From an optimization exercise on the open Yosys and OpenROAD flow, aimed at small area and a short achievable clock period; shortcuts taken in it are not production practice.
In this exercise RTL edits were held to simulation tests only and were not proved equivalent to the original.

File: design/flow/design.v
module g_xor2 (input wire a, input wire b, output wire y); assign y = a ^ b; endmodule
module g_xnor2 (input wire a, input wire b, output wire y); assign y = ~(a ^ b); endmodule
module g_nand2 (input wire a, input wire b, output wire y); assign y = ~(a & b); endmodule
module g_nor2 (input wire a, input wire b, output wire y); assign y = ~(a | b); endmodule
module g_nand2b (input wire an, input wire b, output wire y); assign y = ~(~an & b); endmodule
module g_inv (input wire a, output wire y); assign y = ~a; endmodule
module inv_mixcol (
    input  wire [31:0] x,
    output wire [31:0] y
);
    wire w32, w33, w34, w35, w36, w37, w38, w39, w40, w41, w42, w43, w44, w45, w46, w47, w48, w49, w50, w51, w52, w53, w54, w55, w56, w57, w58, w59, w60, w61, w62, w63, w64, w65, w66, w67, w68, w69, w70, w71, w72, w73, w74, w75, w76, w77, w78, w79, w80, w81, w82, w83, w84, w85, w86, w87, w88, w89, w90, w91, w92, w93, w94, w95, w96, w97, w98, w99, w100, w101, w102, w103, w104, w105, w106, w107, w108, w109, w110, w111, w112, w113, w114, w115, w116, w117, w118, w119, w120, w121, w122, w123, w124, w125, w126, w127, w128, w129, w130, w131, w132, w133, w134, w135, w136, w137, w138, w139, w140, w141, w142, w143, w144, w145, w146, w147, w148, w149, w150, w151, w152, w153, w154, w155, w156, w157, w158, w159, w160, w161, w162, w163, w164, w165, w166, w167, w168, w169, w170, w171, w172, w173, w174, w175, w176, w177, w178, w179, w180, w181, w182, w183, w184, w185, w186, w187, w188, w189, w190, w191, w192, w193, w194, w195;
    g_xor2 g0 (.a(x[15]), .b(x[31]), .y(w32));
    g_xor2 g1 (.a(x[7]), .b(x[23]), .y(w33));
    g_xor2 g2 (.a(w32), .b(w33), .y(w34));
    g_xor2 g3 (.a(x[18]), .b(w34), .y(w35));
    g_xor2 g4 (.a(x[9]), .b(x[25]), .y(w36));
    g_xor2 g5 (.a(x[11]), .b(x[27]), .y(w37));
    g_xor2 g6 (.a(x[1]), .b(x[17]), .y(w38));
    g_xor2 g7 (.a(x[6]), .b(x[22]), .y(w39));
    g_xor2 g8 (.a(x[12]), .b(x[28]), .y(w40));
    g_xor2 g9 (.a(x[10]), .b(x[26]), .y(w41));
    g_xor2 g10 (.a(x[14]), .b(x[30]), .y(w42));
    g_xor2 g11 (.a(x[4]), .b(x[20]), .y(w43));
    g_xor2 g12 (.a(x[3]), .b(x[19]), .y(w44));
    g_xor2 g13 (.a(x[5]), .b(x[21]), .y(w45));
    g_xor2 g14 (.a(x[0]), .b(x[24]), .y(w46));
    g_xor2 g15 (.a(x[13]), .b(x[29]), .y(w47));
    g_xor2 g16 (.a(x[8]), .b(x[16]), .y(w48));
    g_xor2 g17 (.a(x[2]), .b(w41), .y(w49));
    g_xor2 g18 (.a(w34), .b(w44), .y(w50));
    g_xor2 g19 (.a(w35), .b(w36), .y(w51));
    g_xor2 g20 (.a(x[24]), .b(x[25]), .y(w52));
    g_xor2 g21 (.a(w37), .b(w50), .y(w53));
    g_xor2 g22 (.a(x[8]), .b(x[9]), .y(w54));
    g_xor2 g23 (.a(w37), .b(w38), .y(w55));
    g_xor2 g24 (.a(w45), .b(w47), .y(w56));
    g_xor2 g25 (.a(w39), .b(w42), .y(w57));
    g_xor2 g26 (.a(w40), .b(w43), .y(w58));
    g_xor2 g27 (.a(x[20]), .b(w46), .y(w59));
    g_xor2 g28 (.a(x[4]), .b(w48), .y(w60));
    g_xor2 g29 (.a(w35), .b(w55), .y(w61));
    g_xor2 g30 (.a(x[2]), .b(x[10]), .y(w62));
    g_xor2 g31 (.a(x[1]), .b(x[16]), .y(w63));
    g_xor2 g32 (.a(x[2]), .b(x[26]), .y(w64));
    g_xor2 g33 (.a(x[0]), .b(x[17]), .y(w65));
    g_xor2 g34 (.a(x[2]), .b(x[18]), .y(w66));
    g_xor2 g35 (.a(w42), .b(w43), .y(w67));
    g_xor2 g36 (.a(x[28]), .b(w54), .y(w68));
    g_xor2 g37 (.a(x[31]), .b(w48), .y(w69));
    g_xor2 g38 (.a(w40), .b(w66), .y(w70));
    g_xor2 g39 (.a(w33), .b(w36), .y(w71));
    g_xor2 g40 (.a(w41), .b(w43), .y(w72));
    g_xor2 g41 (.a(x[12]), .b(w52), .y(w73));
    g_xor2 g42 (.a(w44), .b(w47), .y(w74));
    g_xor2 g43 (.a(w33), .b(w47), .y(w75));
    g_xor2 g44 (.a(w38), .b(w54), .y(w76));
    g_xor2 g45 (.a(x[15]), .b(w46), .y(w77));
    g_xor2 g46 (.a(w39), .b(w40), .y(w78));
    g_xor2 g47 (.a(w32), .b(w45), .y(w79));
    g_xor2 g48 (.a(w38), .b(w52), .y(w80));
    g_xor2 g49 (.a(w46), .b(w57), .y(w81));
    g_xor2 g50 (.a(w49), .b(w59), .y(w82));
    g_xor2 g51 (.a(w56), .b(w77), .y(w83));
    g_xor2 g52 (.a(w56), .b(w69), .y(w84));
    g_xor2 g53 (.a(w49), .b(w60), .y(w85));
    g_xor2 g54 (.a(x[22]), .b(w58), .y(w86));
    g_xor2 g55 (.a(x[6]), .b(w58), .y(w87));
    g_xor2 g56 (.a(x[0]), .b(x[3]), .y(w88));
    g_xor2 g57 (.a(w48), .b(w57), .y(w89));
    g_xor2 g58 (.a(x[23]), .b(x[30]), .y(w90));
    g_xor2 g59 (.a(x[13]), .b(x[30]), .y(w91));
    g_xor2 g60 (.a(x[17]), .b(x[19]), .y(w92));
    g_xor2 g61 (.a(x[11]), .b(x[24]), .y(w93));
    g_xor2 g62 (.a(x[1]), .b(x[27]), .y(w94));
    g_xor2 g63 (.a(x[16]), .b(x[19]), .y(w95));
    g_xor2 g64 (.a(x[5]), .b(x[22]), .y(w96));
    g_xor2 g65 (.a(x[3]), .b(x[10]), .y(w97));
    g_xor2 g66 (.a(x[6]), .b(x[21]), .y(w98));
    g_xor2 g67 (.a(x[21]), .b(x[28]), .y(w99));
    g_xor2 g68 (.a(x[0]), .b(x[23]), .y(w100));
    g_xor2 g69 (.a(x[0]), .b(x[1]), .y(w101));
    g_xor2 g70 (.a(x[14]), .b(x[31]), .y(w102));
    g_xor2 g71 (.a(x[7]), .b(x[14]), .y(w103));
    g_xor2 g72 (.a(x[0]), .b(x[19]), .y(w104));
    g_xor2 g73 (.a(x[8]), .b(x[27]), .y(w105));
    g_xor2 g74 (.a(x[8]), .b(x[23]), .y(w106));
    g_xor2 g75 (.a(x[5]), .b(x[12]), .y(w107));
    g_xor2 g76 (.a(x[14]), .b(x[29]), .y(w108));
    g_xor2 g77 (.a(x[16]), .b(x[17]), .y(w109));
    g_xor2 g78 (.a(x[7]), .b(x[16]), .y(w110));
    g_xor2 g79 (.a(x[11]), .b(w92), .y(w111));
    g_xor2 g80 (.a(x[7]), .b(x[24]), .y(w112));
    g_xor2 g81 (.a(x[15]), .b(x[30]), .y(w113));
    g_xor2 g82 (.a(x[26]), .b(w44), .y(w114));
    g_xor2 g83 (.a(w62), .b(w101), .y(w115));
    g_xor2 g84 (.a(x[29]), .b(w96), .y(w116));
    g_xor2 g85 (.a(w63), .b(w107), .y(w117));
    g_xor2 g86 (.a(x[13]), .b(w98), .y(w118));
    g_xor2 g87 (.a(x[11]), .b(w88), .y(w119));
    g_xor2 g88 (.a(w62), .b(w105), .y(w120));
    g_xor2 g89 (.a(x[3]), .b(w94), .y(w121));
    g_xor2 g90 (.a(x[13]), .b(w45), .y(w122));
    g_xor2 g91 (.a(x[27]), .b(w95), .y(w123));
    g_xor2 g92 (.a(w64), .b(w109), .y(w124));
    g_xor2 g93 (.a(x[16]), .b(w97), .y(w125));
    g_xor2 g94 (.a(w65), .b(w99), .y(w126));
    g_xor2 g95 (.a(x[29]), .b(w45), .y(w127));
    g_xor2 g96 (.a(x[5]), .b(w91), .y(w128));
    g_xor2 g97 (.a(x[21]), .b(w108), .y(w129));
    g_xor2 g98 (.a(w39), .b(w106), .y(w130));
    g_xor2 g99 (.a(w64), .b(w104), .y(w131));
    g_xor2 g100 (.a(w42), .b(w100), .y(w132));
    g_xor2 g101 (.a(w39), .b(w112), .y(w133));
    g_xor2 g102 (.a(w42), .b(w110), .y(w134));
    g_xor2 g103 (.a(w59), .b(w70), .y(w135));
    g_xor2 g104 (.a(w49), .b(w80), .y(w136));
    g_xor2 g105 (.a(w72), .b(w123), .y(w137));
    g_xor2 g106 (.a(w60), .b(w70), .y(w138));
    g_xor2 g107 (.a(w68), .b(w72), .y(w139));
    g_xor2 g108 (.a(w74), .b(w117), .y(w140));
    g_xor2 g109 (.a(w67), .b(w118), .y(w141));
    g_xor2 g110 (.a(w79), .b(w103), .y(w142));
    g_xor2 g111 (.a(w63), .b(w71), .y(w143));
    g_xor2 g112 (.a(w34), .b(w55), .y(w144));
    g_xor2 g113 (.a(w75), .b(w113), .y(w145));
    g_xor2 g114 (.a(w67), .b(w116), .y(w146));
    g_xor2 g115 (.a(w78), .b(w129), .y(w147));
    g_xor2 g116 (.a(w32), .b(w76), .y(w148));
    g_xor2 g117 (.a(w68), .b(w122), .y(w149));
    g_xor2 g118 (.a(w32), .b(w80), .y(w150));
    g_xor2 g119 (.a(w75), .b(w102), .y(w151));
    g_xor2 g120 (.a(w93), .b(w114), .y(w152));
    g_xor2 g121 (.a(w74), .b(w126), .y(w153));
    g_xor2 g122 (.a(w41), .b(w76), .y(w154));
    g_xor2 g123 (.a(w36), .b(w120), .y(w155));
    g_xor2 g124 (.a(w79), .b(w90), .y(w156));
    g_xor2 g125 (.a(w65), .b(w71), .y(w157));
    g_xor2 g126 (.a(w78), .b(w128), .y(w158));
    g_xor2 g127 (.a(w73), .b(w127), .y(w159));
    g_xor2 g128 (.a(w82), .b(w149), .y(w160));
    g_xor2 g129 (.a(w34), .b(w136), .y(w161));
    g_xor2 g130 (.a(w82), .b(w140), .y(w162));
    g_xor2 g131 (.a(w119), .b(w139), .y(w163));
    g_xor2 g132 (.a(w86), .b(w145), .y(w164));
    g_xor2 g133 (.a(w87), .b(w151), .y(w165));
    g_xor2 g134 (.a(w84), .b(w132), .y(w166));
    g_xor2 g135 (.a(w111), .b(w138), .y(w167));
    g_xor2 g136 (.a(w85), .b(w159), .y(w168));
    g_xor2 g137 (.a(w73), .b(w137), .y(w169));
    g_xor2 g138 (.a(w89), .b(w157), .y(w170));
    g_xor2 g139 (.a(w87), .b(w156), .y(w171));
    g_xor2 g140 (.a(w81), .b(w148), .y(w172));
    g_xor2 g141 (.a(w81), .b(w143), .y(w173));
    g_xor2 g142 (.a(w83), .b(w134), .y(w174));
    g_xor2 g143 (.a(w131), .b(w144), .y(w175));
    g_xor2 g144 (.a(w83), .b(w130), .y(w176));
    g_xor2 g145 (.a(w85), .b(w153), .y(w177));
    g_xor2 g146 (.a(w50), .b(w155), .y(w178));
    g_xor2 g147 (.a(w121), .b(w135), .y(w179));
    g_xor2 g148 (.a(w86), .b(w142), .y(w180));
    g_xor2 g149 (.a(w35), .b(w154), .y(w181));
    g_xor2 g150 (.a(w84), .b(w133), .y(w182));
    g_xor2 g151 (.a(w89), .b(w150), .y(w183));
    g_xor2 g152 (.a(w51), .b(w124), .y(w184));
    g_xor2 g153 (.a(w53), .b(w141), .y(w185));
    g_xor2 g154 (.a(w51), .b(w152), .y(w186));
    g_xor2 g155 (.a(w61), .b(w160), .y(w187));
    g_xor2 g156 (.a(w53), .b(w147), .y(w188));
    g_xor2 g157 (.a(w61), .b(w125), .y(w189));
    g_xor2 g158 (.a(w51), .b(w177), .y(w190));
    g_xor2 g159 (.a(w51), .b(w162), .y(w191));
    g_xor2 g160 (.a(w53), .b(w158), .y(w192));
    g_xor2 g161 (.a(w61), .b(w168), .y(w193));
    g_xor2 g162 (.a(w53), .b(w146), .y(w194));
    g_xor2 g163 (.a(w51), .b(w115), .y(w195));
    assign y[0] = w181;
    assign y[1] = w175;
    assign y[2] = w179;
    assign y[3] = w190;
    assign y[4] = w194;
    assign y[5] = w171;
    assign y[6] = w182;
    assign y[7] = w170;
    assign y[8] = w184;
    assign y[9] = w178;
    assign y[10] = w163;
    assign y[11] = w193;
    assign y[12] = w192;
    assign y[13] = w165;
    assign y[14] = w174;
    assign y[15] = w183;
    assign y[16] = w161;
    assign y[17] = w189;
    assign y[18] = w167;
    assign y[19] = w191;
    assign y[20] = w185;
    assign y[21] = w180;
    assign y[22] = w176;
    assign y[23] = w173;
    assign y[24] = w195;
    assign y[25] = w186;
    assign y[26] = w169;
    assign y[27] = w187;
    assign y[28] = w188;
    assign y[29] = w164;
    assign y[30] = w166;
    assign y[31] = w172;
endmodule
module sb_a (
    input  wire [7:0] y,
    output wire [7:0] x,
    output wire [3:0] ti
);
    wire w8, w9, w10, w11, w12, w13, w14, w15, w16, w17, w18, w19, w20, w21, w22, w23, w24, w25, w26, w27, w28, w29, w30, w31, w32, w33, w42, w43, w44, w45, w46, w47, w48, w49, w50, w51, w52, w53, w54, w55, w56, w57, w58, w59, w60, w61, w62, w63, w64, w65, w66, w67, w68, w69, w70, w71, w72, w73, w74, w75, w76, w77, w78, w79, w80, w81;
    g_xnor2 g0 (.a(y[0]), .b(y[6]), .y(w8));
    g_xor2 g1 (.a(y[3]), .b(y[7]), .y(w9));
    g_xor2 g2 (.a(y[5]), .b(y[7]), .y(w10));
    g_xnor2 g3 (.a(y[2]), .b(y[4]), .y(w11));
    g_xor2 g4 (.a(y[2]), .b(y[6]), .y(w12));
    g_xnor2 g5 (.a(y[1]), .b(w8), .y(w13));
    g_xnor2 g6 (.a(y[2]), .b(w8), .y(w14));
    g_xor2 g7 (.a(y[3]), .b(y[5]), .y(w15));
    g_xor2 g8 (.a(y[0]), .b(y[4]), .y(w16));
    g_xor2 g9 (.a(y[6]), .b(w9), .y(w17));
    g_xnor2 g10 (.a(w10), .b(w11), .y(w18));
    g_xnor2 g11 (.a(y[2]), .b(y[7]), .y(w19));
    g_xor2 g12 (.a(y[1]), .b(y[4]), .y(w20));
    g_xor2 g13 (.a(y[2]), .b(y[3]), .y(w21));
    g_xnor2 g14 (.a(y[6]), .b(y[7]), .y(w22));
    g_xor2 g15 (.a(w9), .b(w12), .y(w23));
    g_xor2 g16 (.a(w9), .b(w16), .y(w24));
    g_xnor2 g17 (.a(y[0]), .b(w9), .y(w25));
    g_xor2 g18 (.a(w15), .b(w16), .y(w26));
    g_xnor2 g19 (.a(w9), .b(w14), .y(w27));
    g_xor2 g20 (.a(w17), .b(w20), .y(w28));
    g_xor2 g21 (.a(w14), .b(w15), .y(w29));
    g_xor2 g22 (.a(y[1]), .b(w23), .y(w30));
    g_xor2 g23 (.a(y[5]), .b(w13), .y(w31));
    g_xor2 g24 (.a(y[7]), .b(w14), .y(w32));
    g_xor2 g25 (.a(w13), .b(w18), .y(w33));
    g_nand2 g26 (.a(w12), .b(w26), .y(w42));
    g_nand2 g27 (.a(w25), .b(w24), .y(w43));
    g_nand2 g28 (.a(w27), .b(w10), .y(w44));
    g_nand2 g29 (.a(w22), .b(w30), .y(w45));
    g_nand2 g30 (.a(w17), .b(w28), .y(w46));
    g_nor2 g31 (.a(y[3]), .b(w11), .y(w47));
    g_nand2 g32 (.a(w19), .b(w33), .y(w48));
    g_nand2 g33 (.a(w8), .b(w13), .y(w49));
    g_nand2 g34 (.a(w32), .b(w18), .y(w50));
    g_xor2 g35 (.a(w44), .b(w48), .y(w51));
    g_xnor2 g36 (.a(w47), .b(w48), .y(w52));
    g_xor2 g37 (.a(w43), .b(w50), .y(w53));
    g_xor2 g38 (.a(w51), .b(w53), .y(w54));
    g_xor2 g39 (.a(w21), .b(w54), .y(w55));
    g_xor2 g40 (.a(w46), .b(w50), .y(w56));
    g_xnor2 g41 (.a(y[4]), .b(w52), .y(w57));
    g_xor2 g42 (.a(w56), .b(w57), .y(w58));
    g_xor2 g43 (.a(w45), .b(w49), .y(w59));
    g_xnor2 g44 (.a(w29), .b(w59), .y(w60));
    g_xor2 g45 (.a(w52), .b(w60), .y(w61));
    g_xor2 g46 (.a(w42), .b(w49), .y(w62));
    g_xor2 g47 (.a(w31), .b(w62), .y(w63));
    g_xor2 g48 (.a(w51), .b(w63), .y(w64));
    g_xnor2 g49 (.a(w55), .b(w64), .y(w65));
    g_nand2 g50 (.a(w55), .b(w58), .y(w66));
    g_xor2 g51 (.a(w61), .b(w66), .y(w67));
    g_xnor2 g52 (.a(w58), .b(w61), .y(w68));
    g_xor2 g53 (.a(w64), .b(w66), .y(w69));
    g_nor2 g54 (.a(w69), .b(w68), .y(w70));
    g_nor2 g55 (.a(w67), .b(w65), .y(w71));
    g_nand2 g56 (.a(w58), .b(w64), .y(w72));
    g_nor2 g57 (.a(w68), .b(w72), .y(w73));
    g_xor2 g58 (.a(w68), .b(w66), .y(w74));
    g_nand2 g59 (.a(w61), .b(w55), .y(w75));
    g_nor2 g60 (.a(w65), .b(w75), .y(w76));
    g_xor2 g61 (.a(w65), .b(w66), .y(w77));
    g_xor2 g62 (.a(w61), .b(w70), .y(w78));
    g_xor2 g63 (.a(w73), .b(w74), .y(w79));
    g_xor2 g64 (.a(w64), .b(w71), .y(w80));
    g_xor2 g65 (.a(w76), .b(w77), .y(w81));
    assign x[0] = w28;
    assign x[1] = w30;
    assign x[2] = w24;
    assign x[3] = w26;
    assign x[4] = w17;
    assign x[5] = w22;
    assign x[6] = w25;
    assign x[7] = w12;
    assign ti[0] = w81;
    assign ti[1] = w80;
    assign ti[2] = w79;
    assign ti[3] = w78;
endmodule
module sb_b (
    input  wire [7:0] x,
    input  wire [3:0] ti,
    output wire [7:0] s
);
    wire w12, w13, w14, w15, w16, w17, w18, w19, w20, w21, w22, w23, w24, w25, w26, w27, w28, w29, w30, w31, w32, w33, w34, w35, w36, w37, w38, w39, w40, w41, w42, w43, w44, w45, w46, w47, w48, w49, w50, w51, w52, w53, w54, w55, w56, w57, w58, w59, w60, w61, w62, w63, w64, w65, w66, w67, w68, w69, w70, w71, w72, w73, w74, w75, w76, w77, w78;
    g_xor2 g0 (.a(x[7]), .b(x[5]), .y(w12));
    g_xor2 g1 (.a(x[6]), .b(x[4]), .y(w13));
    g_xor2 g2 (.a(x[7]), .b(x[6]), .y(w14));
    g_xor2 g3 (.a(x[5]), .b(x[4]), .y(w15));
    g_xor2 g4 (.a(w12), .b(w13), .y(w16));
    g_xor2 g5 (.a(x[3]), .b(x[1]), .y(w17));
    g_xor2 g6 (.a(x[2]), .b(x[0]), .y(w18));
    g_xor2 g7 (.a(x[3]), .b(x[2]), .y(w19));
    g_xor2 g8 (.a(x[1]), .b(x[0]), .y(w20));
    g_xor2 g9 (.a(w17), .b(w18), .y(w21));
    g_xor2 g10 (.a(ti[3]), .b(ti[1]), .y(w22));
    g_xor2 g11 (.a(ti[2]), .b(ti[0]), .y(w23));
    g_xor2 g12 (.a(ti[3]), .b(ti[2]), .y(w24));
    g_xor2 g13 (.a(ti[1]), .b(ti[0]), .y(w25));
    g_xor2 g14 (.a(w22), .b(w23), .y(w26));
    g_nand2 g15 (.a(ti[3]), .b(x[3]), .y(w27));
    g_nand2 g16 (.a(ti[2]), .b(x[2]), .y(w28));
    g_nand2 g17 (.a(w24), .b(w19), .y(w29));
    g_nand2 g18 (.a(ti[1]), .b(x[1]), .y(w30));
    g_nand2 g19 (.a(ti[0]), .b(x[0]), .y(w31));
    g_nand2 g20 (.a(w25), .b(w20), .y(w32));
    g_nand2 g21 (.a(w22), .b(w17), .y(w33));
    g_nand2 g22 (.a(w23), .b(w18), .y(w34));
    g_nand2 g23 (.a(w26), .b(w21), .y(w35));
    g_nand2 g24 (.a(ti[3]), .b(x[7]), .y(w36));
    g_nand2 g25 (.a(ti[2]), .b(x[6]), .y(w37));
    g_nand2 g26 (.a(w24), .b(w14), .y(w38));
    g_nand2 g27 (.a(ti[1]), .b(x[5]), .y(w39));
    g_nand2 g28 (.a(ti[0]), .b(x[4]), .y(w40));
    g_nand2 g29 (.a(w25), .b(w15), .y(w41));
    g_nand2 g30 (.a(w22), .b(w12), .y(w42));
    g_nand2 g31 (.a(w23), .b(w13), .y(w43));
    g_nand2 g32 (.a(w26), .b(w16), .y(w44));
    g_xor2 g33 (.a(w27), .b(w43), .y(w45));
    g_xor2 g34 (.a(w37), .b(w44), .y(w46));
    g_xor2 g35 (.a(w28), .b(w30), .y(w47));
    g_xnor2 g36 (.a(w36), .b(w46), .y(w48));
    g_xor2 g37 (.a(w29), .b(w34), .y(w49));
    g_xor2 g38 (.a(w32), .b(w35), .y(w50));
    g_xor2 g39 (.a(w40), .b(w44), .y(w51));
    g_xor2 g40 (.a(w39), .b(w41), .y(w52));
    g_xor2 g41 (.a(w45), .b(w52), .y(w53));
    g_xor2 g42 (.a(w33), .b(w42), .y(w54));
    g_xnor2 g43 (.a(w31), .b(w47), .y(w55));
    g_xor2 g44 (.a(w45), .b(w48), .y(w56));
    g_xor2 g45 (.a(w28), .b(w29), .y(w57));
    g_xor2 g46 (.a(w39), .b(w43), .y(w58));
    g_xor2 g47 (.a(w31), .b(w41), .y(w59));
    g_xor2 g48 (.a(w35), .b(w43), .y(w60));
    g_xor2 g49 (.a(w29), .b(w32), .y(w61));
    g_xor2 g50 (.a(w50), .b(w54), .y(w62));
    g_xor2 g51 (.a(w49), .b(w50), .y(w63));
    g_xnor2 g52 (.a(w33), .b(w60), .y(w64));
    g_xnor2 g53 (.a(w30), .b(w61), .y(w65));
    g_xor2 g54 (.a(w51), .b(w58), .y(w66));
    g_xnor2 g55 (.a(w38), .b(w46), .y(w67));
    g_xor2 g56 (.a(w49), .b(w54), .y(w68));
    g_xor2 g57 (.a(w51), .b(w59), .y(w69));
    g_xor2 g58 (.a(w48), .b(w64), .y(w70));
    g_xor2 g59 (.a(w53), .b(w55), .y(w71));
    g_xor2 g60 (.a(w53), .b(w68), .y(w72));
    g_xor2 g61 (.a(w62), .b(w69), .y(w73));
    g_xor2 g62 (.a(w47), .b(w63), .y(w74));
    g_xor2 g63 (.a(w57), .b(w70), .y(w75));
    g_xor2 g64 (.a(w67), .b(w71), .y(w76));
    g_xor2 g65 (.a(w56), .b(w65), .y(w77));
    g_xor2 g66 (.a(w55), .b(w56), .y(w78));
    assign s[0] = w75;
    assign s[1] = w73;
    assign s[2] = w77;
    assign s[3] = w74;
    assign s[4] = w76;
    assign s[5] = w78;
    assign s[6] = w72;
    assign s[7] = w66;
endmodule
module aes_round_top (
    input  wire         clk,
    input  wire         rst,
    input  wire         in_valid,
    input  wire [127:0] state_in,
    input  wire [127:0] round_key,
    output wire         out_valid,
    output wire [127:0] state_out
);
    reg [2:0] vld;
    always @(posedge clk) begin
        if (rst) vld <= 3'd0;
        else     vld <= {vld[1:0], in_valid};
    end
    assign out_valid = vld[2];
    wire [127:0] ark = state_in ^ round_key;
    wire [127:0] ark_q = ark;
    wire [127:0] mc;
    genvar c, i;
    generate
        for (c = 0; c < 4; c = c + 1) begin : g_col
            inv_mixcol u_mc (.x(ark_q[127 - 32*c -: 32]), .y(mc[127 - 32*c -: 32]));
        end
    endgenerate
    reg  [127:0] mc_q;
    always @(posedge clk) mc_q <= mc;
    wire [127:0] x0;
    wire [63:0] ti0;
    reg  [63:0] ti0_q;
    always @(posedge clk) ti0_q <= ti0;
    reg  [127:0] x0_q;
    always @(posedge clk) x0_q <= x0;
    wire [127:0] sb;
    generate
        for (i = 0; i < 16; i = i + 1) begin : g_sb
            sb_a u_sb_a (.y(mc_q[127 - 8*i -: 8]), .x(x0[8*i +: 8]), .ti(ti0[4*i +: 4]));
            sb_b u_sb_b (.x(x0_q[8*i +: 8]), .ti(ti0_q[4*i +: 4]), .s(sb[127 - 8*(4*(((i / 4) + (i % 4)) % 4) + (i % 4)) -: 8]));
        end
    endgenerate
    reg  [127:0] sb_q;
    always @(posedge clk) sb_q <= sb;
    assign state_out = sb_q;
endmodule
File: design/flow/flow/run.sh
#!/bin/bash
set -euo pipefail
export BUFFER_PORTS_ARGS="-buffer_cell sky130_fd_sc_hd__buf_1"
bash standard.sh > standard_flow.log 2>&1
File: design/flow/standard.sh
#!/bin/bash
# synth_recipe.tcl (not shown) runs the flow's synth.tcl, then flattens the netlist and writes it again
# the make line also repeats each setting of config.mk as NAME=value (left out here)
make -C /OpenROAD-flow-scripts/flow DESIGN_CONFIG=/design/flow/config.mk WORK_HOME=/design/flow/orfs CLKGATE_MAP_FILE= SYNTH_SCRIPT=/design/flow/synth_recipe.tcl "${@:-finish}"
File: design/flow/config.mk
export PLATFORM = sky130hd
export DESIGN_NAME = aes_round_top
export DESIGN_NICKNAME = aes_round_top
export VERILOG_FILES = /design/flow/design.v
export SDC_FILE = /design/flow/constraint.sdc
export NUM_CORES = 4
export LEC_CHECK = 0
export CAP_MARGIN = 20
export CORE_MARGIN = 2
export CORE_UTILIZATION = 50
export CTS_CLUSTER_DIAMETER = 100
export CTS_CLUSTER_SIZE = 30
export PLACE_DENSITY = 0.65
export SETUP_SLACK_MARGIN = 4.2
export SLEW_MARGIN = 20
export SYNTH_HIERARCHICAL = 1
export SYNTH_MINIMUM_KEEP_SIZE = 0
File: design/flow/constraint.sdc
create_clock -name core_clock -period 7.0 [get_ports {clk}]
set_input_delay 1.4000 -clock core_clock [delete_from_list [all_inputs] [get_ports {clk}]]
set_output_delay 1.4000 -clock core_clock [all_outputs]
set_load 0.01 [all_outputs]
==> results by group, run 1 <==
Finish
  • Share of layout cells above drive strength 1: 0.134
  • Most common cell after layout, fill and taps aside: xor2_1
  • Layout Nets: 4092
  • Area grow syn2layout: 11.1%
  • Finished Cell Area: 39100 µm²
  • Fin cells: 4785
  • ANT cells: 0
  • Most frequent cells in the layout: xor2_1 (1819), nand2_1 (450), buf_1 (387)

Detailed routing
  • Drt wl/cell: 13.6 µm
  • DR iter-0 viols: 572
  • DR vias/cell: 4.36
  • WL final: 65200 µm
  • DRC violation count after routing: 0
  • Routed vias: 20881
  • Final antenna-violating net count: 0
  • First-pass detailed-route iteration total: 5

Yosys
  • Synthesized Nets: 4073
  • XOR/XNOR Fraction of Synth Area: 0.589
  • Post-Synth Adder-Cell Area: 0
  • Post-synthesis compound-gate area fraction: 0
  • Largest family of logic cells by synthesized area: XOR/XNOR gates
  • Post-synthesis mux area share: 0
  • Seq/Total Area, Yosys: 0.257
  • Netlist Area Pre-Place: 35200 µm²
  • Synth Warn #: 7
  • Simple-Gate Fraction of Synth Area: 0.0586
  • Mapped Avg Cell Area: 9.23 µm²
  • Mapped Cells: 3814
  • Seq cells post-synth: 451
  • Distinct cell type count after synthesis: 7

STA
  • TNS Setup: 0 ns
  • Slew @ Worst Pin: 0.860 ns
  • Count of pins over their slew limit: 0
  • Hold Violations, Final: 0
  • Hold slack final: 0.452 ns
  • Tmin final: 2.79 ns
  • RSZ-0062 raised after global routing: true
  • Fmax: 358 MHz
  • Period utilisation layout: 0.399
  • Final Skew: 0.0213 ns
  • Endpoints failing setup: 0
  • Worst slew margin: 0.424

CTS
  • Max clock buf depth: 3
  • CTS buffer count: 23
  • Root buffer cell: clkbuf_16
  • Insertion delay to the later sink of the worst-skew pair: 0.58 ns
  • Clock slew at reported path FFs: 0.10 ns
  • Clock sink count: 451
  • CTS tree: built
  • Htree depth: 1
  • CTS Hold Bufs: 0

Die
  • Die ar.: 72500 µm²
  • # rows: 97
  • Num ports: 388
  • Core Box Area: 69900 µm²
  • Die Ht: 269 µm
  • Initial core utilization: 0.503
  • DIE WIDTH: 269 µm

Global routing
  • Vias in the first global route: 20791
  • GRT Util Overall: 0.171
  • GR Overflow Total: 0
  • Global-route wire length before repair: 104000 µm
  • Pin count of the biggest net entering global routing: 31
  • Initial antenna violation count: 4

Place
  • Placed insts: 4693
  • # port buffers: 387
  • GP Congestion: 0.873
  • DP Area: 35900 µm²
  • Final HPWL DP: 53900 µm

Critical path
  • CP Max Fanout: 5
  • Worst Setup End Kind: flip-flop
  • Crit Path Category: input pin to flip-flop
  • Critical Path RT: 7.49 ns
  • CP startpoint kind: input pin
  • CP arrival: 3.28 ns

Job
  • Max Cap Viol: 0

Outcome
  • Status: timing/DRC/antenna clean

Min path
  • Type of the most critical hold path: flip-flop to flip-flop
==> cells by family (layout without fill, tap and decap cells) <==
logic type,after synthesis,in the layout
xor gates and xnor gates,2368,2368
and+or+nand+nor,547,547
buffers and inverters,448,479
DFF,451,451
==> worst paths after layout <==
path                startpoint                 to  slack [ns]  cells past startpoint
max             round_key[103]   mc_q[99]$_DFF_P_        4.21                      7
min          vld[1]$_SDFF_PP0_  vld[2]$_SDFF_PP0_        0.45                      1
max reg2reg   mc_q[22]$_DFF_P_  ti0_q[54]$_DFF_P_        4.31                     10
min reg2reg  vld[1]$_SDFF_PP0_  vld[2]$_SDFF_PP0_        0.45                      1
==> cell usage after synthesis <==
| cell type | count | share of area |
|---|---|---|
| dfxtp_1 | 451 | 0.26 |
| xor2_1 | 2064 | 0.51 |
| nor2_1 | 80 | 0.0085 |
| buf_4 | 448 | 0.096 |
| nand2_1 | 464 | 0.049 |
| nor2b_1 | 3 | 0.00053 |
| xnor2_1 | 304 | 0.076 |
==> state kept, by name (all words and copies together), names as in the netlist <==
register,count
mc_q,128
ti0_q,64
vld,3
sb_q,128
x0_q,128
==> modules after synthesis (local to each module, per instance) <==
module / cell area [µm²] / times used / flops+latches
g_nand2: 3.75 / 464 / 0
aes_round_top: 10200 / 1 / 451
g_xnor2: 8.76 / 304 / 0
g_nor2: 3.75 / 80 / 0
g_xor2: 8.76 / 1936 / 0
sb_b: 60.1 / 16 / 0
sb_a: 90.1 / 16 / 0
inv_mixcol: 240 / 4 / 0
==> worst max-delay path, stage by stage <==
cell	delay, ns
buf_1	0.21
xor2_4	0.29
xor2_4	0.29
xor2_4	0.34
xor2_4	0.30
xor2_4	0.27
xor2_1	0.16
==> routing by layer <==
layer  global-route usage  wire [µm]
met3               0.0148       1710
met2                0.294      31700
met4               0.0357       1220
met5                    0          0
met1                0.235      30600
==> per-stage QoR <==
stage	setup slack [ns]	util
2_1_floorplan	3.86	-
3_3_place_gp	3.58	0.513
3_5_place_dp	3.52	0.513
4_1_cts	4.17	0.531
5_1_grt	4.12	0.559
6_report	4.21	0.559
==> final cells by class <==
cell class	count	area (µm²)
Timing Repair Buffer	442	1870
Tap cell	940	1180
Multi-Input combinational cell	2915	26100
Clock inverter	12	180
Fill cell	6277	30800
Sequential cell	451	9200
Clock buffer	25	593
==> repair_timing <==
action / 4_1_cts / 5_1_grt
hold endpoints to repair: 0 / 0
resized for setup: 66 / 282
buffers inserted: 3 / 52
endpoints found under the setup margin: 82 / 116
pin swaps: 5 / 59
==> run 2, diff against run 1 <==
--- a/design/flow/design.v
+++ b/design/flow/design.v
@@ -210,7 +210,7 @@
     input  wire [7:0] y,
     output wire [7:0] x,
-    output wire [3:0] ti
+    output wire [6:0] h
 );
-    wire w8, w9, w10, w11, w12, w13, w14, w15, w16, w17, w18, w19, w20, w21, w22, w23, w24, w25, w26, w27, w28, w29, w30, w31, w32, w33, w42, w43, w44, w45, w46, w47, w48, w49, w50, w51, w52, w53, w54, w55, w56, w57, w58, w59, w60, w61, w62, w63, w64, w65, w66, w67, w68, w69, w70, w71, w72, w73, w74, w75, w76, w77, w78, w79, w80, w81;
+    wire w8, w9, w10, w11, w12, w13, w14, w15, w16, w17, w18, w19, w20, w21, w22, w23, w24, w25, w26, w27, w28, w29, w30, w31, w32, w33, w42, w43, w44, w45, w46, w47, w48, w49, w50, w51, w52, w53, w54, w55, w56, w57, w58, w59, w60, w61, w62, w63, w64, w65, w66, w67, w68, w69;
     g_xnor2 g0 (.a(y[0]), .b(y[6]), .y(w8));
     g_xor2 g1 (.a(y[3]), .b(y[7]), .y(w9));
@@ -252,8 +252,8 @@
     g_xor2 g37 (.a(w43), .b(w50), .y(w53));
     g_xor2 g38 (.a(w51), .b(w53), .y(w54));
-    g_xor2 g39 (.a(w21), .b(w54), .y(w55));
+    g_xnor2 g39 (.a(w21), .b(w54), .y(w55));
     g_xor2 g40 (.a(w46), .b(w50), .y(w56));
     g_xnor2 g41 (.a(y[4]), .b(w52), .y(w57));
-    g_xor2 g42 (.a(w56), .b(w57), .y(w58));
+    g_xnor2 g42 (.a(w56), .b(w57), .y(w58));
     g_xor2 g43 (.a(w45), .b(w49), .y(w59));
     g_xnor2 g44 (.a(w29), .b(w59), .y(w60));
@@ -263,20 +263,8 @@
     g_xor2 g48 (.a(w51), .b(w63), .y(w64));
     g_xnor2 g49 (.a(w55), .b(w64), .y(w65));
-    g_nand2 g50 (.a(w55), .b(w58), .y(w66));
-    g_xor2 g51 (.a(w61), .b(w66), .y(w67));
-    g_xnor2 g52 (.a(w58), .b(w61), .y(w68));
-    g_xor2 g53 (.a(w64), .b(w66), .y(w69));
-    g_nor2 g54 (.a(w69), .b(w68), .y(w70));
-    g_nor2 g55 (.a(w67), .b(w65), .y(w71));
-    g_nand2 g56 (.a(w58), .b(w64), .y(w72));
-    g_nor2 g57 (.a(w68), .b(w72), .y(w73));
-    g_xor2 g58 (.a(w68), .b(w66), .y(w74));
-    g_nand2 g59 (.a(w61), .b(w55), .y(w75));
-    g_nor2 g60 (.a(w65), .b(w75), .y(w76));
-    g_xor2 g61 (.a(w65), .b(w66), .y(w77));
-    g_xor2 g62 (.a(w61), .b(w70), .y(w78));
-    g_xor2 g63 (.a(w73), .b(w74), .y(w79));
-    g_xor2 g64 (.a(w64), .b(w71), .y(w80));
-    g_xor2 g65 (.a(w76), .b(w77), .y(w81));
+    g_nor2 g50 (.a(w55), .b(w58), .y(w66));
+    g_xnor2 g51 (.a(w58), .b(w61), .y(w67));
+    g_nand2b g52 (.an(w58), .b(w64), .y(w68));
+    g_nand2b g53 (.an(w55), .b(w61), .y(w69));
     assign x[0] = w28;
     assign x[1] = w30;
@@ -287,90 +275,105 @@
     assign x[6] = w25;
     assign x[7] = w12;
-    assign ti[0] = w81;
-    assign ti[1] = w80;
-    assign ti[2] = w79;
-    assign ti[3] = w78;
+    assign h[0] = w61;
+    assign h[1] = w64;
+    assign h[2] = w65;
+    assign h[3] = w66;
+    assign h[4] = w67;
+    g_inv g54 (.a(w68), .y(h[5]));
+    g_inv g55 (.a(w69), .y(h[6]));
 endmodule
 module sb_b (
     input  wire [7:0] x,
-    input  wire [3:0] ti,
+    input  wire [6:0] h,
     output wire [7:0] s
 );
-    wire w12, w13, w14, w15, w16, w17, w18, w19, w20, w21, w22, w23, w24, w25, w26, w27, w28, w29, w30, w31, w32, w33, w34, w35, w36, w37, w38, w39, w40, w41, w42, w43, w44, w45, w46, w47, w48, w49, w50, w51, w52, w53, w54, w55, w56, w57, w58, w59, w60, w61, w62, w63, w64, w65, w66, w67, w68, w69, w70, w71, w72, w73, w74, w75, w76, w77, w78;
-    g_xor2 g0 (.a(x[7]), .b(x[5]), .y(w12));
-    g_xor2 g1 (.a(x[6]), .b(x[4]), .y(w13));
-    g_xor2 g2 (.a(x[7]), .b(x[6]), .y(w14));
-    g_xor2 g3 (.a(x[5]), .b(x[4]), .y(w15));
-    g_xor2 g4 (.a(w12), .b(w13), .y(w16));
-    g_xor2 g5 (.a(x[3]), .b(x[1]), .y(w17));
-    g_xor2 g6 (.a(x[2]), .b(x[0]), .y(w18));
-    g_xor2 g7 (.a(x[3]), .b(x[2]), .y(w19));
-    g_xor2 g8 (.a(x[1]), .b(x[0]), .y(w20));
-    g_xor2 g9 (.a(w17), .b(w18), .y(w21));
-    g_xor2 g10 (.a(ti[3]), .b(ti[1]), .y(w22));
-    g_xor2 g11 (.a(ti[2]), .b(ti[0]), .y(w23));
-    g_xor2 g12 (.a(ti[3]), .b(ti[2]), .y(w24));
-    g_xor2 g13 (.a(ti[1]), .b(ti[0]), .y(w25));
-    g_xor2 g14 (.a(w22), .b(w23), .y(w26));
-    g_nand2 g15 (.a(ti[3]), .b(x[3]), .y(w27));
-    g_nand2 g16 (.a(ti[2]), .b(x[2]), .y(w28));
-    g_nand2 g17 (.a(w24), .b(w19), .y(w29));
-    g_nand2 g18 (.a(ti[1]), .b(x[1]), .y(w30));
-    g_nand2 g19 (.a(ti[0]), .b(x[0]), .y(w31));
-    g_nand2 g20 (.a(w25), .b(w20), .y(w32));
-    g_nand2 g21 (.a(w22), .b(w17), .y(w33));
-    g_nand2 g22 (.a(w23), .b(w18), .y(w34));
-    g_nand2 g23 (.a(w26), .b(w21), .y(w35));
-    g_nand2 g24 (.a(ti[3]), .b(x[7]), .y(w36));
-    g_nand2 g25 (.a(ti[2]), .b(x[6]), .y(w37));
-    g_nand2 g26 (.a(w24), .b(w14), .y(w38));
-    g_nand2 g27 (.a(ti[1]), .b(x[5]), .y(w39));
-    g_nand2 g28 (.a(ti[0]), .b(x[4]), .y(w40));
-    g_nand2 g29 (.a(w25), .b(w15), .y(w41));
-    g_nand2 g30 (.a(w22), .b(w12), .y(w42));
-    g_nand2 g31 (.a(w23), .b(w13), .y(w43));
-    g_nand2 g32 (.a(w26), .b(w16), .y(w44));
-    g_xor2 g33 (.a(w27), .b(w43), .y(w45));
-    g_xor2 g34 (.a(w37), .b(w44), .y(w46));
-    g_xor2 g35 (.a(w28), .b(w30), .y(w47));
-    g_xnor2 g36 (.a(w36), .b(w46), .y(w48));
-    g_xor2 g37 (.a(w29), .b(w34), .y(w49));
-    g_xor2 g38 (.a(w32), .b(w35), .y(w50));
-    g_xor2 g39 (.a(w40), .b(w44), .y(w51));
-    g_xor2 g40 (.a(w39), .b(w41), .y(w52));
-    g_xor2 g41 (.a(w45), .b(w52), .y(w53));
-    g_xor2 g42 (.a(w33), .b(w42), .y(w54));
-    g_xnor2 g43 (.a(w31), .b(w47), .y(w55));
-    g_xor2 g44 (.a(w45), .b(w48), .y(w56));
-    g_xor2 g45 (.a(w28), .b(w29), .y(w57));
-    g_xor2 g46 (.a(w39), .b(w43), .y(w58));
-    g_xor2 g47 (.a(w31), .b(w41), .y(w59));
-    g_xor2 g48 (.a(w35), .b(w43), .y(w60));
-    g_xor2 g49 (.a(w29), .b(w32), .y(w61));
-    g_xor2 g50 (.a(w50), .b(w54), .y(w62));
-    g_xor2 g51 (.a(w49), .b(w50), .y(w63));
-    g_xnor2 g52 (.a(w33), .b(w60), .y(w64));
-    g_xnor2 g53 (.a(w30), .b(w61), .y(w65));
-    g_xor2 g54 (.a(w51), .b(w58), .y(w66));
-    g_xnor2 g55 (.a(w38), .b(w46), .y(w67));
-    g_xor2 g56 (.a(w49), .b(w54), .y(w68));
-    g_xor2 g57 (.a(w51), .b(w59), .y(w69));
-    g_xor2 g58 (.a(w48), .b(w64), .y(w70));
-    g_xor2 g59 (.a(w53), .b(w55), .y(w71));
-    g_xor2 g60 (.a(w53), .b(w68), .y(w72));
-    g_xor2 g61 (.a(w62), .b(w69), .y(w73));
-    g_xor2 g62 (.a(w47), .b(w63), .y(w74));
-    g_xor2 g63 (.a(w57), .b(w70), .y(w75));
-    g_xor2 g64 (.a(w67), .b(w71), .y(w76));
-    g_xor2 g65 (.a(w56), .b(w65), .y(w77));
-    g_xor2 g66 (.a(w55), .b(w56), .y(w78));
-    assign s[0] = w75;
-    assign s[1] = w73;
-    assign s[2] = w77;
-    assign s[3] = w74;
-    assign s[4] = w76;
-    assign s[5] = w78;
-    assign s[6] = w72;
-    assign s[7] = w66;
+    wire w15, w16, w17, w18, w19, w20, w21, w22, w23, w24, w25, w26, w27, w28, w29, w30, w31, w32, w33, w34, w35, w36, w37, w38, w39, w40, w41, w42, w43, w44, w45, w46, w47, w48, w49, w50, w51, w52, w53, w54, w55, w56, w57, w58, w59, w60, w61, w62, w63, w64, w65, w66, w67, w68, w69, w70, w71, w72, w73, w74, w75, w76, w77, w78, w79, w80, w81, w82, w83, w84, w85, w86, w87, w88, w89, w90, w91, w92, w93;
+    g_xor2 g0 (.a(h[0]), .b(h[3]), .y(w15));
+    g_xor2 g1 (.a(h[1]), .b(h[3]), .y(w16));
+    g_nand2 g2 (.a(w16), .b(h[4]), .y(w17));
+    g_nand2 g3 (.a(w15), .b(h[2]), .y(w18));
+    g_nand2 g4 (.a(h[4]), .b(h[5]), .y(w19));
+    g_xor2 g5 (.a(h[4]), .b(h[3]), .y(w20));
+    g_nand2 g6 (.a(h[2]), .b(h[6]), .y(w21));
+    g_xor2 g7 (.a(h[2]), .b(h[3]), .y(w22));
+    g_xnor2 g8 (.a(h[0]), .b(w17), .y(w23));
+    g_xnor2 g9 (.a(w19), .b(w20), .y(w24));
+    g_xnor2 g10 (.a(h[1]), .b(w18), .y(w25));
+    g_xnor2 g11 (.a(w21), .b(w22), .y(w26));
+    g_xor2 g12 (.a(x[7]), .b(x[5]), .y(w27));
+    g_xor2 g13 (.a(x[6]), .b(x[4]), .y(w28));
+    g_xor2 g14 (.a(x[7]), .b(x[6]), .y(w29));
+    g_xor2 g15 (.a(x[5]), .b(x[4]), .y(w30));
+    g_xor2 g16 (.a(w27), .b(w28), .y(w31));
+    g_xor2 g17 (.a(x[3]), .b(x[1]), .y(w32));
+    g_xor2 g18 (.a(x[2]), .b(x[0]), .y(w33));
+    g_xor2 g19 (.a(x[3]), .b(x[2]), .y(w34));
+    g_xor2 g20 (.a(x[1]), .b(x[0]), .y(w35));
+    g_xor2 g21 (.a(w32), .b(w33), .y(w36));
+    g_xor2 g22 (.a(w23), .b(w25), .y(w37));
+    g_xor2 g23 (.a(w24), .b(w26), .y(w38));
+    g_xor2 g24 (.a(w23), .b(w24), .y(w39));
+    g_xor2 g25 (.a(w25), .b(w26), .y(w40));
+    g_xor2 g26 (.a(w37), .b(w38), .y(w41));
+    g_nand2 g27 (.a(w23), .b(x[3]), .y(w42));
+    g_nand2 g28 (.a(w24), .b(x[2]), .y(w43));
+    g_nand2 g29 (.a(w39), .b(w34), .y(w44));
+    g_nand2 g30 (.a(w25), .b(x[1]), .y(w45));
+    g_nand2 g31 (.a(w26), .b(x[0]), .y(w46));
+    g_nand2 g32 (.a(w40), .b(w35), .y(w47));
+    g_nand2 g33 (.a(w37), .b(w32), .y(w48));
+    g_nand2 g34 (.a(w38), .b(w33), .y(w49));
+    g_nand2 g35 (.a(w41), .b(w36), .y(w50));
+    g_nand2 g36 (.a(w23), .b(x[7]), .y(w51));
+    g_nand2 g37 (.a(w24), .b(x[6]), .y(w52));
+    g_nand2 g38 (.a(w39), .b(w29), .y(w53));
+    g_nand2 g39 (.a(w25), .b(x[5]), .y(w54));
+    g_nand2 g40 (.a(w26), .b(x[4]), .y(w55));
+    g_nand2 g41 (.a(w40), .b(w30), .y(w56));
+    g_nand2 g42 (.a(w37), .b(w27), .y(w57));
+    g_nand2 g43 (.a(w38), .b(w28), .y(w58));
+    g_nand2 g44 (.a(w41), .b(w31), .y(w59));
+    g_xor2 g45 (.a(w42), .b(w58), .y(w60));
+    g_xor2 g46 (.a(w52), .b(w59), .y(w61));
+    g_xor2 g47 (.a(w43), .b(w45), .y(w62));
+    g_xnor2 g48 (.a(w51), .b(w61), .y(w63));
+    g_xor2 g49 (.a(w44), .b(w49), .y(w64));
+    g_xor2 g50 (.a(w47), .b(w50), .y(w65));
+    g_xor2 g51 (.a(w55), .b(w59), .y(w66));
+    g_xor2 g52 (.a(w54), .b(w56), .y(w67));
+    g_xor2 g53 (.a(w60), .b(w67), .y(w68));
+    g_xor2 g54 (.a(w48), .b(w57), .y(w69));
+    g_xnor2 g55 (.a(w46), .b(w62), .y(w70));
+    g_xor2 g56 (.a(w60), .b(w63), .y(w71));
+    g_xor2 g57 (.a(w43), .b(w44), .y(w72));
+    g_xor2 g58 (.a(w54), .b(w58), .y(w73));
+    g_xor2 g59 (.a(w46), .b(w56), .y(w74));
+    g_xor2 g60 (.a(w50), .b(w58), .y(w75));
+    g_xor2 g61 (.a(w44), .b(w47), .y(w76));
+    g_xor2 g62 (.a(w65), .b(w69), .y(w77));
+    g_xor2 g63 (.a(w64), .b(w65), .y(w78));
+    g_xnor2 g64 (.a(w48), .b(w75), .y(w79));
+    g_xnor2 g65 (.a(w45), .b(w76), .y(w80));
+    g_xor2 g66 (.a(w66), .b(w73), .y(w81));
+    g_xnor2 g67 (.a(w53), .b(w61), .y(w82));
+    g_xor2 g68 (.a(w64), .b(w69), .y(w83));
+    g_xor2 g69 (.a(w66), .b(w74), .y(w84));
+    g_xor2 g70 (.a(w63), .b(w79), .y(w85));
+    g_xor2 g71 (.a(w68), .b(w70), .y(w86));
+    g_xor2 g72 (.a(w68), .b(w83), .y(w87));
+    g_xor2 g73 (.a(w77), .b(w84), .y(w88));
+    g_xor2 g74 (.a(w62), .b(w78), .y(w89));
+    g_xor2 g75 (.a(w72), .b(w85), .y(w90));
+    g_xor2 g76 (.a(w82), .b(w86), .y(w91));
+    g_xor2 g77 (.a(w71), .b(w80), .y(w92));
+    g_xor2 g78 (.a(w70), .b(w71), .y(w93));
+    assign s[0] = w90;
+    assign s[1] = w88;
+    assign s[2] = w92;
+    assign s[3] = w89;
+    assign s[4] = w91;
+    assign s[5] = w93;
+    assign s[6] = w87;
+    assign s[7] = w81;
 endmodule
 module aes_round_top (
@@ -401,7 +404,7 @@
     always @(posedge clk) mc_q <= mc;
     wire [127:0] x0;
-    wire [63:0] ti0;
-    reg  [63:0] ti0_q;
-    always @(posedge clk) ti0_q <= ti0;
+    wire [111:0] h0;
+    reg  [111:0] h0_q;
+    always @(posedge clk) h0_q <= h0;
     reg  [127:0] x0_q;
     always @(posedge clk) x0_q <= x0;
@@ -409,6 +412,6 @@
     generate
         for (i = 0; i < 16; i = i + 1) begin : g_sb
-            sb_a u_sb_a (.y(mc_q[127 - 8*i -: 8]), .x(x0[8*i +: 8]), .ti(ti0[4*i +: 4]));
-            sb_b u_sb_b (.x(x0_q[8*i +: 8]), .ti(ti0_q[4*i +: 4]), .s(sb[127 - 8*(4*(((i / 4) + (i % 4)) % 4) + (i % 4)) -: 8]));
+            sb_a u_sb_a (.y(mc_q[127 - 8*i -: 8]), .x(x0[8*i +: 8]), .h(h0[7*i +: 7]));
+            sb_b u_sb_b (.x(x0_q[8*i +: 8]), .h(h0_q[7*i +: 7]), .s(sb[127 - 8*(4*(((i / 4) + (i % 4)) % 4) + (i % 4)) -: 8]));
         end
     endgenerate
--- a/design/flow/config.mk
+++ b/design/flow/config.mk
@@ -9,6 +9,4 @@
 export CORE_MARGIN = 2
 export CORE_UTILIZATION = 50
-export CTS_CLUSTER_DIAMETER = 100
-export CTS_CLUSTER_SIZE = 30
 export PLACE_DENSITY = 0.65
 export SETUP_SLACK_MARGIN = 4.2
==> results by group, run 2 <==
Outcome
  • Status: timing/DRC/antenna clean

Die
  • Die Ht: 274 µm
  • Core Box Area: 72600 µm²
  • # rows: 99
  • Num ports: 388
  • Initial core utilization: 0.502
  • Die ar.: 75100 µm²
  • DIE WIDTH: 274 µm

Global routing
  • GR peak layer: met2
  • Met2 track demand over resource: 0.308
  • GR Util met3: 0.0274
  • GRT Util Overall: 0.182
  • Vias in the first global route: 21761
  • Pin count of the biggest net entering global routing: 17
  • Initial antenna violation count: 0
  • Grt met1 use: 0.241
  • Global-route wire length before repair: 110000 µm
  • GR Overflow Total: 0

STA
  • Fmax: 357 MHz
  • Hold slack final: 0.434 ns
  • Final Skew: 0.0293 ns
  • Hold Violations, Final: 0
  • Slew @ Worst Pin: 0.745 ns
  • TNS Setup: 0 ns
  • Period utilisation layout: 0.400
  • Endpoints failing setup: 0
  • Tmin final: 2.80 ns
  • Final worst setup slack: 4.20 ns
  • Count of pins over their slew limit: 0
  • RSZ-0062 raised after global routing: true
  • Worst slew margin: 0.502

Min path
  • Type of the most critical hold path: flip-flop to flip-flop
  • Hold Path Stages: 1

Yosys
  • Top-area cell type share of the netlist area: 0.473
  • Dominant synthesized flop cell: dfxtp_1
  • EDFF count, synth: 0
  • Seq cells post-synth: 499
  • Ys async rst share: 0
  • Most common cell in the netlist: xor2_1
  • Synth Warn #: 7
  • Netlist Area Pre-Place: 36500 µm²
  • Mapped Avg Cell Area: 9.33 µm²
  • Distinct cell type count after synthesis: 9
  • Seq/Total Area, Yosys: 0.274
  • Mapped Cells: 3910
  • Synth cell count leaders: xor2_1 (1968), dfxtp_1 (499), nand2_1 (480), buf_4 (464), xnor2_1 (400)
  • Area leader, netlist: xor2_1
  • Synthesized Nets: 4169
  • Top cells by area, synth: xor2_1 (47%), dfxtp_1 (27%), xnor2_1 (9.6%)

Critical path
  • Reg2reg path depth: 10
  • Crit-path most repeated cell: xor2_1
  • Crit-path max cell delay: 0.62 ns
  • Worst Setup End Kind: flip-flop
  • CP arrival: 3.29 ns
  • Slowest CP cell: xor2_1
  • CP Max Fanout: 3
  • CP startpoint kind: input pin
  • Crit Path Category: input pin to flip-flop
  • Critical Path RT: 7.49 ns
  • Crit-path cells: buf_1 > xor2_1 > xor2_1 > xor2_1 > xor2_1 > xor2_1

CTS
  • CTS tree: built
  • Insertion delay to the later sink of the worst-skew pair: 0.63 ns
  • Htree depth: 2
  • CTS buffer count: 57
  • Root buffer cell: clkbuf_16
  • Clock slew at reported path FFs: 0.06 ns
  • CTS Hold Bufs: 0
  • Clock sink count: 499
  • Max clock buf depth: 3

Detailed routing
  • WL final: 70500 µm
  • DR iter-0 viols: 710
  • DR vias/cell: 4.37
  • Final antenna-violating net count: 0
  • DRC violation count after routing: 0
  • Drt wl/cell: 14.3 µm
  • First-pass detailed-route iteration total: 4
  • Routed vias: 21475

Place
  • # port buffers: 387
  • DP Worst Slack: 3.49 ns
  • GP Congestion: 0.882
  • DP Area: 37000 µm²
  • Final HPWL DP: 57500 µm

Finish
  • Most common cell after layout, fill and taps aside: xor2_1
  • Most frequent cells in the layout: xor2_1 (1764), dfxtp_1 (493), nand2_1 (480)
  • ANT cells: 0
  • Top Registers: mc_q: 128 flops, sb_q: 128 flops, x0_q: 128 flops
  • Area grow syn2layout: 11.4%
  • Reg area: 10000 µm²
  • Finished Cell Area: 40600 µm²
  • Layout Nets: 4172
  • Share of layout cells above drive strength 1: 0.101
  • Filler Cell Count: 6573
  • Final core utilization: 0.560
  • Multi-input gate area: 25600 µm²

Job
  • Max Cap Viol: 0
-- run 2: cell count changes after synthesis --
cell / change
dfxtp_1: +48
xor2_1: -96
nor2_1: -48
buf_4: +16
nand2b_1: +32
xnor2_1: +96
inv_1: +32
nand2_1: +16
-- run 2: Yosys stat by module, one instance, submodules excluded --
module         cells inside  copies in the design
g_nand2b                  1                    32
g_xor2                    1                  1840
aes_round_top           630                     1
g_nor2                    1                    32
g_inv                     1                    32
sb_a                     13                    16
sb_b                      8                    16
g_nand2                   1                   480
g_xnor2                   1                   400
inv_mixcol               32                     4
-- run 2: cells by family after synthesis --
| family | after synthesis | synth area share |
|---|---|---|
| simple gates | 547 | 0.0587 |
| xor+xnor | 2368 | 0.569 |
| flops | 499 | 0.274 |
| buf+inv | 496 | 0.0988 |
-- run 2: cell type report --
cell class	instances	share of cell area
multi-input cells	2915	0.630
flip-flops and latches	499	0.246
repair buffers	408	0.0402
clock buffers	76	0.0401
well taps	959	0.0295
clock inverters	29	0.0110
inverters	32	0.00296
-- run 2: critical path: cells and delay by family --
| family | cells | cell delay, ns |
|---|---|---|
| xor gates and xnor gates | 5 | 1.79 |
| buffers and inverters | 1 | 0.09 |
-- run 2: worst paths after layout --
| path | start | endpoint | slack, ns |
|---|---|---|---|
| min | vld[1]$_SDFF_PP0_ | vld[2]$_SDFF_PP0_ | 0.43 |
| max reg2reg | h0_q[94]$_DFF_P_ | sb_q[114]$_DFF_P_ | 4.31 |
| min reg2reg | vld[1]$_SDFF_PP0_ | vld[2]$_SDFF_PP0_ | 0.43 |
| max | round_key[57] | mc_q[39]$_DFF_P_ | 4.20 |
-- run 2: metrics by stage --
stage	cells
6_report	4918
4_1_cts	4898
2_1_floorplan	3910
5_1_grt	4918
3_3_place_gp	4793
3_5_place_dp	4793
-- run 2: layer usage --
metal | vias to the layer above | share of wire
li1 | 11196 | -
met1 | 9868 | 0.46
met2 | 319 | 0.48
met3 | 92 | 0.037
met4 | 0 | 0.023
met5 | - | 0
-- run 2: what timing repair did --
| item | CTS | global route |
|---|---|---|
| gates resized for setup | 23 | 140 |
| setup endpoints to repair | 26 | 97 |
| cloned | 0 | 0 |
| pin swaps | 4 | 34 |
| buffers inserted | 0 | 20 |

afterwards: timing with drivers on the ports:
The results above use ideal ports. As a check the final layouts listed here were re-extracted and re-timed, cells and wires unchanged. Step 1 sets driving cells, clkbuf_16 on the clock port and buf_2 on the other inputs (assumed; they add their load-dependent delay and slew). Step 2 times the ports against the registers' clock, not the clock port: input delays grow and output delays shrink by t, the midpoint of the rising clock arrivals with the driver on. Slacks: ideal / step 1 / step 2; pairs: ideal / step 1.
run | t (ns) | slack for setup (ns) | worst hold slack (ns) | worst slew at a driven data input, ns | pins driven straight from the clock port
run 1 | 0.627 | 4.210 / 4.248 / 3.620 | 0.452 / 0.452 / 0.452 | 0.04 | 1
run 2 | 0.671 | 4.202 / 4.240 / 3.569 | 0.434 / 0.434 / 0.434 | 0.07 | 1
After both steps every run listed still meets setup and hold. For run 2, which loses most, drivers alone change the setup slack by +0.038 ns; drivers and shift together by -0.633 ns.
